This is an optimization exercise on Yosys and OpenROAD, whose aim is small area and a short achievable clock period, not a production implementation. At most, simulation tests tie the RTL to the original design; equivalence was not proved. Power and IR drop assume default switching activity.

==> flow/design.v (excerpt) <==
module work_zyq(CLK,rst,keystat,dataout);
	input CLK;
	input rst;
	input [4:0]keystat;
	output [31:0]dataout;
	reg [31:0]dataout;
	reg [14:0]first;       
	reg [2:0]preop;        
	reg [4:0]prestat;      
	wire is_add = preop == 3'b110;
	wire is_sub = preop == 3'b111;
	wire is_mul = preop == 3'b100;
	wire is_div = preop == 3'b101;
	wire is_none = ~preop[2];
	wire [14:0] second;
	zq_v4 uv(.d(dataout[15:0]), .v(second));
	wire subm = preop[0];
	wire addsub = is_add | is_sub;
	wire [28:0] prod;
	zq_mul15 umul(.a(first), .b(second & {15{is_mul}}), .ea(first & {15{addsub}}),
		.eb((second ^ {15{subm}}) & {15{addsub}}), .ci(addsub & subm), .p(prod));
	wire [14:0] u = prod[14:0];
	wire uco = prod[15];   
	wire gt = uco & |u;
	wire [14:0] mag;       
	zq_cneg #(15) uneg(.x(u), .n(~uco), .y(mag));
	wire [14:0] quo;
	zq_div15 udiv(.n(first), .d(second), .q(quo));
	wire [28:0] ans = {prod[28:16], prod[15] & ~is_sub, is_sub ? mag : prod[14:0]} |
	                  {14'd0, {15{is_div}} & quo};
	wire [31:0] bcd;
	zq_bcd29 ubcd(.b(ans), .d(bcd));
  ...
==> flow/config.mk <==
export PLATFORM = sky130hd
export DESIGN_NAME = work_zyq
export DESIGN_NICKNAME = work_zyq
export VERILOG_FILES = /design/flow/design.v
export SDC_FILE = /design/flow/constraint.sdc
export NUM_CORES = 8
export LEC_CHECK = 0
export CAP_MARGIN = 20
export CORE_MARGIN = 2
export CORE_UTILIZATION = 40
export SLEW_MARGIN = 20
==> flow/constraint.sdc <==
create_clock -name core_clock -period 220.0 [get_ports {CLK}]
set_input_delay 44.0000 -clock core_clock [delete_from_list [all_inputs] [get_ports {CLK}]]
set_output_delay 44.0000 -clock core_clock [all_outputs]
set_load 0.01 [all_outputs]
standard.sh (not shown) runs the stock make flow with config.mk's settings and CLKGATE_MAP_FILE= SYNTH_SCRIPT=/design/flow/synth_recipe.tcl, a recipe that flattens the netlist after the stock synthesis.
==> flow/flow/run.sh <==
#!/bin/bash
# Own layout flow: the standard synthesis and layout, except that
#  - Yosys skips the quick ABC pass inside synth (-noabc), extracts full/half adder
#    cells only in the modules listed in flow/fa_modules.txt (kept apart until mapping,
#    then flattened like the rest), and maps the logic with the area-oriented ABC script
#    in flow/abc.script (no gate upsizing); the modules in flow/fast_modules.txt (the key
#    decoder zq_ctl) are mapped with ORFS's speed script;
#  - no buffers for module pass-through wires (modules are flattened after mapping);
#  - port buffers are buf_2 cells;
#  - the resizer's repair_timing aims at the slack in flow/margin.txt (the SDC's clock is
#    unchanged).
# Each tool's full output goes to a log file in the work folder.
set -euo pipefail
WORK=$(pwd)
FL=$WORK/flow
MARGIN=$(cat "$FL/margin.txt")
FAMODS=$(cat "$FL/fa_modules.txt")
FASTMODS=$(cat "$FL/fast_modules.txt")

sed -e "s#^source \$::env(SCRIPTS_DIR)/synth_preamble.tcl#source \$::env(SCRIPTS_DIR)/synth_preamble.tcl\nset abc_fast \$abc_args\nset abc_args [lreplace \$abc_args 1 1 $FL/abc.script]#" \
    -e "s#^  extract_fa {\*}\[dont_use_extract_fa_args\]\$#  extract_fa {*}[dont_use_extract_fa_args] $FAMODS#" \
    -e "s#^  log_cmd abc {\*}\$abc_args\$#  log_cmd abc {*}\$abc_fast $FASTMODS\n  log_cmd abc {*}\$abc_args \$::env(DESIGN_NAME) $FAMODS#" \
  "$FLOW_HOME/scripts/synth.tcl" > "$WORK/own_synth.tcl"
grep -q "lreplace \$abc_args 1 1" "$WORK/own_synth.tcl"
grep -q "abc_fast $FASTMODS" "$WORK/own_synth.tcl"
grep -q "extract_fa {\*}\[dont_use_extract_fa_args\] $FAMODS" "$WORK/own_synth.tcl"
sed "s#\$::env(SCRIPTS_DIR)/synth.tcl#$WORK/own_synth.tcl#" "$WORK/synth_recipe.tcl" > "$WORK/own_synth_recipe.tcl"
grep -q "own_synth.tcl" "$WORK/own_synth_recipe.tcl"
sed "s#SYNTH_SCRIPT=[^ ]*#SYNTH_SCRIPT=$WORK/own_synth_recipe.tcl#" "$WORK/standard.sh" > "$WORK/own_synth.sh"
grep -q "own_synth_recipe.tcl" "$WORK/own_synth.sh"

SYNTH_KEEP_MODULES="$FASTMODS $FAMODS" SYNTH_ARGS=-noabc SYNTH_INSBUF=0 bash "$WORK/own_synth.sh" synth > "$WORK/synth.log" 2>&1
export BUFFER_PORTS_ARGS="-buffer_cell sky130_fd_sc_hd__buf_2"
export SETUP_SLACK_MARGIN=$MARGIN
bash "$WORK/standard.sh" > "$WORK/layout.log" 2>&1
test -f "$WORK/out/final.def"
==> flow/flow/abc.script <==
strash
dch
amap
topo
==> flow/flow/fa_modules.txt <==
zq_mul15
==> flow/flow/fast_modules.txt <==
zq_ctl
==> flow/flow/margin.txt <==
174.6
Edit:
==> flow/flow/margin.txt (replaced) <==
0
- The changed run passed the timing, DRC and antenna checks
- setup slack got worse by 1.0 ns
- utilization falls by 0.74 points
- total power falls slightly
- clock power rises by roughly a tenth
- sequential share of layout area rises by 0.11 points
- die area does not change
- combinational power is about the same
Function was not checked in any run of this note: the RTL went through the layout flow alone.

* * *

Setup of P:
Another version of the RTL of work_zyq (not shown whole).
Size: ~2600 cells after synthesis, ~55 flip-flops, ~16000 µm² of cells after synthesis.
==> flow/config.mk <==
export PLATFORM = sky130hd
export DESIGN_NAME = work_zyq
export DESIGN_NICKNAME = work_zyq
export VERILOG_FILES = /design/flow/design.v
export SDC_FILE = /design/flow/constraint.sdc
export NUM_CORES = 8
export LEC_CHECK = 0
export CAP_MARGIN = 20
export CORE_MARGIN = 2
export CORE_UTILIZATION = 40
export SLEW_MARGIN = 20
==> flow/constraint.sdc <==
create_clock -name core_clock -period 220.0 [get_ports {CLK}]
set_input_delay 44.0000 -clock core_clock [delete_from_list [all_inputs] [get_ports {CLK}]]
set_output_delay 44.0000 -clock core_clock [all_outputs]
set_load 0.01 [all_outputs]
==> flow/flow/run.sh <==
#!/bin/bash
# Own layout flow: the standard synthesis and layout, except that
#  - Yosys skips the quick ABC pass inside synth (-noabc) and extracts full/half adder
#    cells only in the modules listed in flow/fa_modules.txt (kept apart until mapping,
#    then flattened like the rest);
#  - ABC maps the logic with the area-oriented script flow/abc.script (no gate upsizing),
#    except the modules in flow/fast_modules.txt (if any), mapped with ORFS's speed script;
#  - port buffers are buf_2 cells;
#  - the resizer's repair_timing aims at the slack in flow/margin.txt (the SDC's clock is
#    unchanged).
# Each tool's full output goes to a log file in the work folder.
set -euo pipefail
WORK=$(pwd)
FL=$WORK/flow
MARGIN=$(cat "$FL/margin.txt")
FAMODS=$(cat "$FL/fa_modules.txt")
FASTMODS=$(cat "$FL/fast_modules.txt" 2>/dev/null || true)

ABCCALL="  log_cmd abc {*}\$abc_args \$::env(DESIGN_NAME) $FAMODS"
if [[ -n "$FASTMODS" ]]; then
  ABCCALL="  log_cmd abc {*}\$abc_fast $FASTMODS\n$ABCCALL"
fi
sed -e "s#^source \$::env(SCRIPTS_DIR)/synth_preamble.tcl#source \$::env(SCRIPTS_DIR)/synth_preamble.tcl\nset abc_fast \$abc_args\nset abc_args [lreplace \$abc_args 1 1 $FL/abc.script]#" \
    -e "s#^  extract_fa {\*}\[dont_use_extract_fa_args\]\$#  extract_fa {*}[dont_use_extract_fa_args] $FAMODS#" \
    -e "s#^  log_cmd abc {\*}\$abc_args\$#$ABCCALL#" \
  "$FLOW_HOME/scripts/synth.tcl" > "$WORK/own_synth.tcl"
grep -q "lreplace \$abc_args 1 1" "$WORK/own_synth.tcl"
grep -q "log_cmd abc {\*}\$abc_args \$::env(DESIGN_NAME)" "$WORK/own_synth.tcl"
grep -q "extract_fa {\*}\[dont_use_extract_fa_args\] $FAMODS" "$WORK/own_synth.tcl"
sed "s#\$::env(SCRIPTS_DIR)/synth.tcl#$WORK/own_synth.tcl#" "$WORK/synth_recipe.tcl" > "$WORK/own_synth_recipe.tcl"
grep -q "own_synth.tcl" "$WORK/own_synth_recipe.tcl"
sed "s#SYNTH_SCRIPT=[^ ]*#SYNTH_SCRIPT=$WORK/own_synth_recipe.tcl#" "$WORK/standard.sh" > "$WORK/own_synth.sh"
grep -q "own_synth_recipe.tcl" "$WORK/own_synth.sh"

SYNTH_KEEP_MODULES="$FASTMODS $FAMODS" SYNTH_ARGS=-noabc bash "$WORK/own_synth.sh" synth > "$WORK/synth.log" 2>&1
export BUFFER_PORTS_ARGS="-buffer_cell sky130_fd_sc_hd__buf_2"
export SETUP_SLACK_MARGIN=$MARGIN
bash "$WORK/standard.sh" > "$WORK/layout.log" 2>&1
test -f "$WORK/out/final.def"
==> flow/flow/margin.txt <==
174.6
Scripts as last shown in full above: flow/flow/abc.script, flow/flow/fa_modules.txt
P completed; timing, DRC and antenna clean
--- input diff P..Q ---
diff --git a/flow/flow/run.sh b/flow/flow/run.sh
--- a/flow/flow/run.sh
+++ b/flow/flow/run.sh
@@ -3 +3 @@
-#  - Yosys skips the quick ABC pass inside synth (-noabc) and extracts full/half adder
+#  - Yosys skips the quick ABC pass inside synth (-noabc), extracts full/half adder
@@ -5,3 +5,4 @@
-#    then flattened like the rest);
-#  - ABC maps the logic with the area-oriented script flow/abc.script (no gate upsizing),
-#    except the modules in flow/fast_modules.txt (if any), mapped with ORFS's speed script;
+#    then flattened like the rest), and maps the logic with the area-oriented ABC script
+#    in flow/abc.script (no gate upsizing); the next-state module zq_ctl is mapped with
+#    ORFS's speed script;
+#  - no buffers for module pass-through wires (modules are flattened after mapping);
@@ -17 +17,0 @@
-FASTMODS=$(cat "$FL/fast_modules.txt" 2>/dev/null || true)
@@ -19,4 +18,0 @@
-ABCCALL="  log_cmd abc {*}\$abc_args \$::env(DESIGN_NAME) $FAMODS"
-if [[ -n "$FASTMODS" ]]; then
-  ABCCALL="  log_cmd abc {*}\$abc_fast $FASTMODS\n$ABCCALL"
-fi
@@ -25 +21 @@
-    -e "s#^  log_cmd abc {\*}\$abc_args\$#$ABCCALL#" \
+    -e "s#^  log_cmd abc {\*}\$abc_args\$#  log_cmd abc {*}\$abc_fast zq_ctl\n  log_cmd abc {*}\$abc_args \$::env(DESIGN_NAME) $FAMODS#" \
@@ -28 +24 @@
-grep -q "log_cmd abc {\*}\$abc_args \$::env(DESIGN_NAME)" "$WORK/own_synth.tcl"
+grep -q "abc_fast zq_ctl" "$WORK/own_synth.tcl"
@@ -35 +31 @@
-SYNTH_KEEP_MODULES="$FASTMODS $FAMODS" SYNTH_ARGS=-noabc bash "$WORK/own_synth.sh" synth > "$WORK/synth.log" 2>&1
+SYNTH_KEEP_MODULES="zq_ctl $FAMODS" SYNTH_ARGS=-noabc SYNTH_INSBUF=0 bash "$WORK/own_synth.sh" synth > "$WORK/synth.log" 2>&1
diff --git a/flow/config.mk b/flow/config.mk
--- a/flow/config.mk
+++ b/flow/config.mk
@@ -10,0 +11 @@
+export CTS_BUF_LIST = sky130_fd_sc_hd__clkbuf_8
==> summary.txt <==
Result: PASS for each of Q and P. Register clock-pin slew on the reported worst setup and hold paths (higher): Q. Q ended with less data-path buffer share of cell area in the final layout than P. Summary of Q over P: minimum clock period went down; sequential group power did not really move.
Input changes introduced in R (baseline for comparison: Q):
diff --git a/flow/config.mk b/flow/config.mk
--- a/flow/config.mk
+++ b/flow/config.mk
@@ -11 +10,0 @@
-export CTS_BUF_LIST = sky130_fd_sc_hd__clkbuf_8
## What came out
- Met1 layer usage reported by global route (lower): Q
- R vs. Q: worst hold slack went down by 10 ps.
- Any difference in multi-input logic area between Q and R is small enough to ignore.
- Wire length: R vs Q — no meaningful difference
- The final-stage net count was comparable across Q and R.
> inputs changed (R -> S)
diff --git a/flow/flow/run.sh b/flow/flow/run.sh
--- a/flow/flow/run.sh
+++ b/flow/flow/run.sh
@@ -8 +7,0 @@
-#  - no buffers for module pass-through wires (modules are flattened after mapping);
@@ -31 +30 @@
-SYNTH_KEEP_MODULES="zq_ctl $FAMODS" SYNTH_ARGS=-noabc SYNTH_INSBUF=0 bash "$WORK/own_synth.sh" synth > "$WORK/synth.log" 2>&1
+SYNTH_KEEP_MODULES="zq_ctl $FAMODS" SYNTH_ARGS=-noabc bash "$WORK/own_synth.sh" synth > "$WORK/synth.log" 2>&1
==> comparison <==
Post-route total power of R is on par with S. Going from R to S, the worst supply voltage drop on vdd was found to have gone down by 0.000000059 V. Compared with R, synthesized area in S increased slightly.

re-timing with driven ports:
How much do the figures lean on ideal ports? The routed layouts below were timed once more, with nothing changed but the port constraints.
Step 1: set_driving_cell puts a clkbuf_16 on CLK and a buf_2 on each other input, an assumption about the parent block.
Step 2 times the ports against the registers' clock, not the clock port: input delays grow and output delays shrink by t, the midpoint of the rising clock arrivals with the driver on.
Three values: no drivers, after step 1, after step 2; two values: the first two.
run | shift t [ns] | setup slack, ns | latest minus earliest clock arrival (ns)
the first run of note 1 | 0.349 | 174.657 / 174.688 / 174.339 | 0.010 / 0.010
the second run of note 1 | 0.359 | 173.643 / 173.669 / 173.310 | 0.012 / 0.012
P | 0.344 | 174.556 / 174.536 / 174.193 | 0.006 / 0.007
Q | 0.361 | 174.666 / 174.685 / 174.324 | 0.016 / 0.016
R | 0.344 | 174.642 / 174.661 / 174.317 | 0.011 / 0.011
S | 0.340 | 174.640 / 174.657 / 174.317 | 0.007 / 0.008
After both steps setup and hold are still met in every run listed. For P, which loses most, drivers alone change the setup slack by -0.020 ns; drivers and shift together by -0.363 ns.
